Context: an optimization exercise on an open-source flow, tuned for small area. The choices shown serve that exercise and are no tape-out recipe.
At most, simulation tests tie the RTL to the original design; equivalence was not proved.
No activity file was given, so power comes from the tool's default toggle rates.

== 04-26 ==
==> module jpc_regfile, before the edit <==
module jpc_regfile (
    input  wire                          clk,
    input  wire                          rst,
    input  wire                          r1_idx_op_I,
    input  wire [4:0]                    r1_idx_I,
    input  wire                          r1_idx_valid_I,
    output wire                          r1_idx_ready_O,
    input  wire                          r1_rdata_ready_I,
    output wire [32-1:0] r1_rdata_O,
    output wire                          r1_rdata_valid_O,
    output wire                          r1_wdata_ready_O,
    input  wire [32-1:0] r1_wdata_I,
    input  wire                          r1_wdata_valid_I
);
    localparam W = 32;
    reg rdy, pr, pw, rv;
    wire acc     = rdy & r1_idx_valid_I;
    wire rd_fire = ((acc & ~r1_idx_op_I) | pr) & r1_rdata_ready_I;
    wire wr_fire = ((acc &  r1_idx_op_I) | pw) & r1_wdata_valid_I;
    always @(posedge clk or posedge rst) begin
        if (rst) begin
            rdy <= 1'b1;
            pr  <= 1'b0;
            pw  <= 1'b0;
            rv  <= 1'b0;
        end else begin
            rdy <= (rdy & ~r1_idx_valid_I) | (~rdy & ~pr & ~pw);
            pr  <= ((acc & ~r1_idx_op_I) | pr) & ~r1_rdata_ready_I;
            pw  <= ((acc &  r1_idx_op_I) | pw) & ~r1_wdata_valid_I;
            rv  <= rd_fire;
        end
    end
    assign r1_idx_ready_O   = rdy;
    assign r1_rdata_valid_O = rv;
    assign r1_wdata_ready_O = 1'b1;
    reg [4:0] tc;        
    always @(posedge clk or posedge rst) begin
        if (rst)               tc <= 5'd0;
        else if (tc == 5'd30)  tc <= 5'd0;
        else                   tc <= tc + 5'd1;
    end
    wire [5:0] psum  = r1_idx_I + tc;
    wire [5:0] psum1 = r1_idx_I + tc + 6'd1;
    wire [4:0] pos_next = psum1[5] ? psum1[4:0] : psum[4:0];
    wire       wr_reg  = wr_fire & (r1_idx_I != 5'd0);   
    wire       ins_now = wr_reg & ~pos_next[0];      
    reg        ins_pend;                            
    reg  [3:0] ins_k;                               
    reg  [W-1:0] wbuf;
    always @(posedge clk or posedge rst) begin
        if (rst) ins_pend <= 1'b0;
        else     ins_pend <= wr_reg & pos_next[0];
    end
    always @(posedge clk) begin
        ins_k <= pos_next[4:1] + 4'd1;
        wbuf  <= r1_wdata_I;
    end
    wire         wpol  = ins_pend ? ins_k[0] : pos_next[1];
    wire [W-1:0] wdata = ins_pend ? wbuf : r1_wdata_I;
    wire [W-1:0] col   = ~(wdata ^ {W{wpol}});
    reg  [W-1:0] ring [0:30];
    wire [15:0]  ld;
    wire [15:0]  keep;
    genvar p;
    generate
        for (p = 0; p < 31; p = p + 1) begin : g_pos
            if (p % 2 == 1) begin : g_copy
                always @(posedge clk)
                    ring[p] <= ring[p-1];
            end else begin : g_load
                assign ld[p/2]   = (ins_now  & (pos_next[4:1] == p/2)) |
                                   (ins_pend & (ins_k == p/2));
                assign keep[p/2] = ~ld[p/2];
                wire [W-1:0] nxt;
                jpc_regfile_ldrow #(.W(W)) u_ld (
                    .q(ring[(p + 30) % 31]), .ld(ld[p/2]), .keep(keep[p/2]),
                    .col(col), .d(nxt));
                always @(posedge clk)
                    ring[p] <= nxt;
            end
        end
    endgenerate
    reg  [31:1] valid;
    genvar i;
    generate
        for (i = 1; i < 32; i = i + 1) begin : g_valid
            always @(posedge clk or posedge rst) begin
                if (rst)                              valid[i] <= 1'b0;
                else if (wr_fire && r1_idx_I == i)    valid[i] <= 1'b1;
            end
        end
    endgenerate
    reg  [4:0]  rpos;      
    reg         rvalid;    
    always @(posedge clk) begin
        rpos   <= pos_next;
        rvalid <= (r1_idx_I != 5'd0) & valid[r1_idx_I];
    end
    wire [30:0] sel;
    wire [W-1:0] rsel;
    generate
        for (p = 0; p < 31; p = p + 1) begin : g_sel
            assign sel[p] = rvalid & (rpos == p);
        end
        for (i = 0; i < W; i = i + 1) begin : g_rbit
            wire [30:0] col_bits;
            for (p = 0; p < 31; p = p + 1) begin : g_r
                assign col_bits[p] = ring[p][i];
            end
            jpc_regfile_rdbit u_rd (.d(col_bits), .sel(sel), .q(rsel[i]));
        end
    endgenerate
    assign r1_rdata_O = rsel ^ {W{rvalid & rpos[1]}};
endmodule
==> flow/config.mk <==
export PLATFORM = sky130hd
export DESIGN_NAME = jpc_regfile
export DESIGN_NICKNAME = jpc_regfile
export VERILOG_FILES = /design/flow/design.v
export SDC_FILE = /design/flow/constraint.sdc
export NUM_CORES = 4
export LEC_CHECK = 0
export CAP_MARGIN = 20
export CORE_MARGIN = 2
export CORE_UTILIZATION = 60
export SLEW_MARGIN = 20
export SYNTH_HIERARCHICAL = 1
export SYNTH_MINIMUM_KEEP_SIZE = 0
==> flow/constraint.sdc <==
create_clock -name core_clock -period 5.0 [get_ports {clk}]
set_input_delay 1.0000 -clock core_clock [delete_from_list [all_inputs] [get_ports {clk}]]
set_output_delay 1.0000 -clock core_clock [all_outputs]
set_load 0.01 [all_outputs]
standard.sh (not shown) runs the stock make flow with config.mk's settings and CLKGATE_MAP_FILE= SYNTH_SCRIPT=/design/flow/synth_recipe.tcl, a recipe that flattens the netlist after the stock synthesis.
==> flow/flow/run.sh <==
#!/bin/bash
# Layout: the standard ORFS flow (standard.sh, unchanged synthesis), with a
# clock tree built without dummy loads from one buffer type, and the smallest
# buffer on every port. Full tool output goes to standard.log here; ORFS's own
# per-step logs stay under orfs/logs/.
set -euo pipefail
CTS="-sink_clustering_enable -repair_clock_nets -dont_use_dummy_load -buf_list sky130_fd_sc_hd__clkbuf_8 -sink_clustering_size 18 -sink_clustering_max_diameter 60"
bash standard.sh "CTS_ARGS=$CTS" "BUFFER_PORTS_ARGS=-buffer_cell sky130_fd_sc_hd__buf_1" finish > standard.log 2>&1
The following lists how 06-09 was set up differently from 04-26:
diff --git a/flow/design.v b/flow/design.v
--- a/flow/design.v
+++ b/flow/design.v
@@ -52,27 +52,27 @@
         else     ins_pend <= wr_reg & pos_next[0];
     end
     always @(posedge clk) begin
         ins_k <= pos_next[4:1] + 4'd1;
         wbuf  <= r1_wdata_I;
     end
-    wire         wpol  = ins_pend ? ins_k[0] : pos_next[1];
+    wire [3:0] wk   = ins_pend ? ins_k : pos_next[4:1];
+    wire       wany = ins_now | ins_pend;
     wire [W-1:0] wdata = ins_pend ? wbuf : r1_wdata_I;
-    wire [W-1:0] col   = ~(wdata ^ {W{wpol}});
+    wire [W-1:0] col = ~(wdata ^ {W{wk[0]}});
     reg  [W-1:0] ring [0:30];
     wire [15:0]  ld;
     wire [15:0]  keep;
     genvar p;
     generate
         for (p = 0; p < 31; p = p + 1) begin : g_pos
             if (p % 2 == 1) begin : g_copy
                 always @(posedge clk)
                     ring[p] <= ring[p-1];
             end else begin : g_load
-                assign ld[p/2]   = (ins_now  & (pos_next[4:1] == p/2)) |
-                                   (ins_pend & (ins_k == p/2));
+                assign ld[p/2]   = wany & (wk == p/2);
                 assign keep[p/2] = ~ld[p/2];
                 wire [W-1:0] nxt;
                 jpc_regfile_ldrow #(.W(W)) u_ld (
                     .q(ring[(p + 30) % 31]), .ld(ld[p/2]), .keep(keep[p/2]),
                     .col(col), .d(nxt));
                 always @(posedge clk)
### Flow results
Looking only at first-pass detailed-route iteration total, and setting everything else aside, the lower value of 04-26 and 06-09 goes to 04-26. On number of placement rows, the lower figure sits with 06-09, not 04-26. Any difference in hold buffer count at CTS between 06-09 and 04-26 is small enough to ignore. Cells: 06-09 has fewer instances than 04-26. 06-09: sum of routed wire segments on met1 higher than 04-26. Relative to 04-26, number of global-route vias before repair increased by 0.54% in 06-09. Compared with 04-26, area of all placed cells without fillers in 06-09 decreased slightly. As of 06-09, non-clock buffer count had risen by more than 10% compared to 04-26. Final critical delay including setup and external delays in 06-09 is 0.067 ns below 04-26. Changes observed in 06-09 relative to 04-26: wire length of the first global-routing pass rose by about 2.3%, final worst-path setup slack saw an increase, worst-case vdd ir drop higher.
For 04-26, only the layout was checked, not whether the RTL still works.

==> re-timing with driven ports <==
How much do the figures lean on ideal ports? The routed layouts below were timed once more, with nothing changed but the port constraints.
Step 1 (the two cells are an assumption about what drives the block):
set clk [get_ports {clk}]
set_driving_cell -lib_cell sky130_fd_sc_hd__clkbuf_16 $clk
set_driving_cell -lib_cell sky130_fd_sc_hd__buf_2 [delete_from_list [all_inputs] $clk]
Step 2 adds t to the input delays and takes it off the output delays; t is the mean of the earliest and latest rising clock arrival at the registers after step 1. Input paths then give back, and output paths get back, about the clock's delay inside the block.
a / b / c = no drivers / after step 1 / after step 2; a / b = the first two.
run | shift t [ns] | setup WS [ns] | worst register clock-pin slew, ns
04-26 | 0.727 | 0.099 / 0.038 / 0.255 | 0.11 / 0.11
06-09 | 0.728 | 0.166 / 0.104 / -0.067 | 0.11 / 0.11
Met with ideal ports but missed after step 2: setup timing in 06-09. The setup slack of 06-09, which loses most, moves by -0.062 ns with the drivers and by -0.233 ns with both steps.
